Source: an optimization exercise on an open RTL-to-GDS flow (aim: small area, a short achievable clock period and few clock cycles per item). Production flows keep margins and buffers that such runs may drop.
The RTL was checked by simulation tests, not by an equivalence proof against the original design.

==> design/flow/design.v <==
module multiplier(
					input  signed [7:0] in1,
					input  signed [7:0] in2,
					output signed [15:0] out
					);
  assign out = in1 * in2;
endmodule
module Task1( 
				output reg [15:0]	result_real,
				output reg [15:0]	result_imag,
				output reg	valid,
				output	ready,
				input	 [7:0]	a1,
				input	 [7:0]	b1,
				input	 [7:0]	a2,
				input	 [7:0]	b2,
				input  clk,
				input  rst,
				input  enable
			);
	reg [15:0] z0, z1, z2, z3;
	wire [15:0] r0;
	reg [15:0] reg_z0;
	reg [7:0] one_a1, one_b1, one_b2, one_a2;
	reg [7:0] two_a1, two_b1, two_b2, two_a2;
	reg [7:0] three_b1, three_a2;
	reg [7:0] x, y;
	reg [1:0] s;
	reg done1, done2;
	assign ready = (s == 0);
	always @(posedge clk)
		begin
				one_a1 <= a1;
				one_b1 <= b1;
				one_b2 <= b2;
				one_a2 <= a2;	
		end
	always @(posedge clk)
		begin
				reg_z0 <= z0;
				two_a1 <= one_a1;
				two_b1 <= one_b1;
				two_b2 <= one_b2;
				two_a2 <= one_a2;			
		end
	always @(posedge clk)
		begin
				three_b1 <= two_b1;
				three_a2 <= two_a2;
		end
	always @(posedge clk)
		begin
			if (rst)
				valid <= 1'b0;
			else
				valid <= done2;
			result_real <= reg_z0 - z1;
			result_imag <= z2 + z3;
		end
	always @(posedge clk)
		begin
			if (rst)
			begin
				s <= 0;
				done1 <= 1'b0;
				done2 <= 1'b0;
			end
			else
			begin
				done1 <= (s == 3);
				done2 <= done1;
				if (s == 0)
				begin
					z3 <= r0;
					if (enable)
					begin
						s <= s + 1;
						x <= a1;
						y <= a2;
					end
				end
				else if (s == 1)
				begin
					s <= s + 1;
					x <= one_b1;
					y <= one_b2;
					z0 <= r0;
				end
				else if (s == 2)
				begin
					s <= s + 1;
					x <= two_a1;
					y <= two_b2;
					z1 <= r0;
				end
				else
				begin
					s <= 0;
					x <= three_b1;
					y <= three_a2;
					z2 <= r0;
				end
			end
		end
	multiplier multiplier0 (.in1(x), .in2(y), .out(r0));
endmodule
==> design/flow/run.sh <==
#!/bin/bash
# synth_recipe.tcl (not shown) runs the flow's synth.tcl, then flattens the netlist and writes it again
# the make line also repeats each setting of config.mk as NAME=value (left out here)
make -C /OpenROAD-flow-scripts/flow DESIGN_CONFIG=/design/flow/config.mk WORK_HOME=/design/flow/orfs CLKGATE_MAP_FILE= SYNTH_SCRIPT=/design/flow/synth_recipe.tcl finish
==> design/flow/config.mk <==
export PLATFORM = sky130hd
export DESIGN_NAME = Task1
export DESIGN_NICKNAME = Task1
export VERILOG_FILES = /design/flow/design.v
export SDC_FILE = /design/flow/constraint.sdc
export NUM_CORES = 4
export LEC_CHECK = 0
export CAP_MARGIN = 20
export CORE_MARGIN = 2
export CORE_UTILIZATION = 40
export SLEW_MARGIN = 20
==> design/flow/constraint.sdc <==
create_clock -name core_clock -period 5.0 [get_ports {clk}]
set_input_delay 1.0000 -clock core_clock [delete_from_list [all_inputs] [get_ports {clk}]]
set_output_delay 1.0000 -clock core_clock [all_outputs]
set_load 0.01 [all_outputs]
==> results.py <==
metrics = {
    "sta": {
        "tightest_slew_ns": 0.9265,
        "max-slew-margin-rel": 0.3817,
        "slew_violations": 0,
        "fin_skew_ns": 0.02342,
        "rsz0062_at_grt": "false",
        "hold_ws_ns": 0.3257,
        "setup_tns_ns": 0,
        "max_freq_mhz": 220.6,
        "fin_ws_ns": 0.4669,
        "finalHoldViolCount": 0,
        "final-setup-viol-count": 0,
        "finalCritPeriodShare": 0.9066,
        "final.min_clock_period_ns": 4.533,
    },
    "cts": {
        "cts_buffers": 23,
        "cts.repair.resized": 0,
        "cts_tree": "yes",
        "cts_sinks": 213,
        "clock_latency_ns": 0.51,
        "htreeDepth": 1,
        "clk_pin_slew_ns": 0.06,
        "hold_buffers": 0,
        "clockBufferDepth": 3,
        "clk_root_buffer_cell": "clkbuf_16",
        "post-cts-setup-buffer-count": 0,
    },
    "die": {
        "die_h_um": 160.0,
        "ios": 69,
        "initial_utilization": 0.4036,
        "die_w_um": 160.0,
        "fp-row-count": 57,
        "core_mm2": 0.02411,
        "die_area_mm2": 0.02559,
    },
    "logic_synthesis": {
        "netlist_area_mm2": 0.009729,
        "synthArstFlopShare": 0,
        "synth_area_leader_cell": "dfxtp_1",
        "synth_cell_type_count": 57,
        "synth_nets": 976,
        "synth_top_area_frac": 0.2737,
        "ys_ff_latch": 213,
        "synthCells": 821,
        "yosysWarnings": 1,
        "synth-edff-count": 80,
        "seq_area_frac_synth": 0.5206,
        "synth_ff_type": "dfxtp_1",
        "syn-mean-instance-area_um2": 11.85,
        "synthTopCellsByArea": "dfxtp_1, edfxtp_1, fa_1, ha_1, inv_1",
    },
    "route": {
        "num_vias": 5681,
        "vias_per_cell": 4.548,
        "drtIter0Drc": 203,
        "post_drt_wl_per_cell_um": 12.83,
        "drc_errors": 0,
        "drt_first_pass_iters": 4,
        "wl_um": 16020,
        "drtAntennaViolNets": 0,
    },
    "placed_design": {
        "hpwl_um": 12130,
        "place_ws_ns": 0.4500,
        "gp_congestion": 0.8226,
        "dp_cells": 1207,
        "portBuffers": 68,
    },
    "final_layout": {
        "drive_above_1_share": 0.06595,
        "stdcell_count": 1249,
        "area_growth_pct": 20.00,
        "layout_common_cells": "dfxtp_1, inv_1, edfxtp_1",
        "layout_commonest_cell": "dfxtp_1",
        "fin_nets": 1063,
        "antennaDiodeCount": 0,
    },
    "worst_setup_path": {
        "r2r_slack_ns": 0.47,
        "cp-start-kind": "flip-flop",
        "cp.required_ns": 5.31,
        "crit_arrival_ns": 4.84,
        "worst_r2r_path_depth": 16,
        "crit_type": "flip-flop to flip-flop",
        "crit_path_max_fanout": 8,
        "cp-end-kind": "flip-flop",
    },
    "global_route": {
        "grt_max_degree": 40,
        "antenna_found_initial": 0,
        "track_usage": 0.1309,
        "grt_overflow": 0,
        "grt_pass1_wl_um": 27430,
        "grt_pass1_vias": 5876,
    },
    "run_status": {
        "status": "complete, no violations",
    },
    "min_path": {
        "min_path_type": "flip-flop to flip-flop",
        "hold_depth": 0,
    },
    "job": {
        "cap_violations": 0,
    },
}
-- critical path, cell delays in order (launching register included) --
cell and delay [ns]:
edfxtp_1 0.49, and2_1 0.24, ha_1 0.43, inv_1 0.10, fa_1 0.50, inv_1 0.05
fa_1 0.53, inv_1 0.05, fa_1 0.47, inv_1 0.04, ha_1 0.33, a21o_1 0.18
a21o_1 0.17, a22o_1 0.24, nor3_1 0.15, o21bai_1 0.10, xnor2_1 0.27
-- state kept, by name, summed over array words and instances, names as in the netlist --
signal,count
s,2
two_a2,8
done1,1
one_a2,8
y,8
z2,16
two_a1,8
two_b1,8
x,8
result_real,16
three_a2,8
result_imag,16
z1,16
one_b2,8
one_a1,8
z0,16
three_b1,8
done2,1
valid,1
one_b1,8
two_b2,8
reg_z0,16
z3,16
-- layout make-up --
type / instances / area (um2)
fillers: 2190 / 12430
flip-flops and latches: 213 / 5065
multi-input cells: 480 / 4207
repair buffers: 74 / 725.7
clock buffers: 25 / 614.3
inverters: 116 / 435.4
well taps: 324 / 405.4
clock inverters: 17 / 222.7
-- synthesized netlist by cell type, drive strengths merged (5+ instances only) --
cell type,instances
xor2,15
inv,116
nand3,5
o21ai,29
xnor2,27
a21o,13
and2,42
mux2i,18
fa,57
clkbuf,9
a21oi,39
nor2b,16
nor2,35
ha,63
dfxtp,133
nand2,52
nor3,7
nand2b,7
edfxtp,80
-- kinds of logic (layout without fill, tap and decap cells) --
| family | Yosys count | after routing | synth area share |
|---|---|---|---|
| AOI/OAI and AO/OA | 116 | 116 | 0.07678 |
| xor gates and xnor gates | 42 | 42 | 0.03781 |
| adders and majority gates | 120 | 120 | 0.1983 |
| buffers and inverters | 128 | 232 | 0.04964 |
| DFF | 213 | 213 | 0.5206 |
| muxes | 19 | 19 | 0.01968 |
| and+or+nand+nor | 183 | 183 | 0.09722 |
-- routing by layer --
layer  track usage  vias up  routed length [um]
met3       0.02208       39                 593
met2        0.2304      111                7740
met1        0.1625     2635                7197
met4       0.04668        0                 491
met5             0        -                   0
li1              -     2896                   -
-- final timing paths --
check,start,endpoint
max,x[7],z3[15]
min,one_a2[2],two_a2[2]
max reg2reg,x[7],z3[15]
min reg2reg,one_a2[2],two_a2[2]
-- per-stage QoR --
stage / area, um2 / utilization
3_3_place_gp: 10840 / 0.4495
5_1_grt: 11670 / 0.4843
6_report: 11670 / 0.4843
4_1_cts: 11670 / 0.4842
3_5_place_dp: 10840 / 0.4495
2_1_floorplan: 9729 / -
Testbench counts, summed over its fixed seeds: cycles 32,024, items 8,000.

==> re-timing with driven ports <==
How much do the figures lean on ideal ports? The routed layout below was timed once more, with nothing changed but the port constraints. Step 1: set_driving_cell puts a clkbuf_16 on clk and a buf_2 on each other input, an assumption about the parent block. Step 2 moves the port delays by t, midway between the first and last clock arrival at a register: inputs arrive t later, outputs are due t later. That takes back most of the time a late clock gives input paths. a / b / c = ideal ports / drivers / drivers and shift; a / b = the first two.
t, ns: 0.544
setup slack, ns: 0.467 / 0.467 / 0.467
worst setup path at the end: register to register
worst register clock-pin slew, ns: 0.06 / 0.06
After both steps this run still meets setup and hold. For this run, drivers alone change the setup slack by 0.000 ns; drivers and shift together by 0.000 ns.
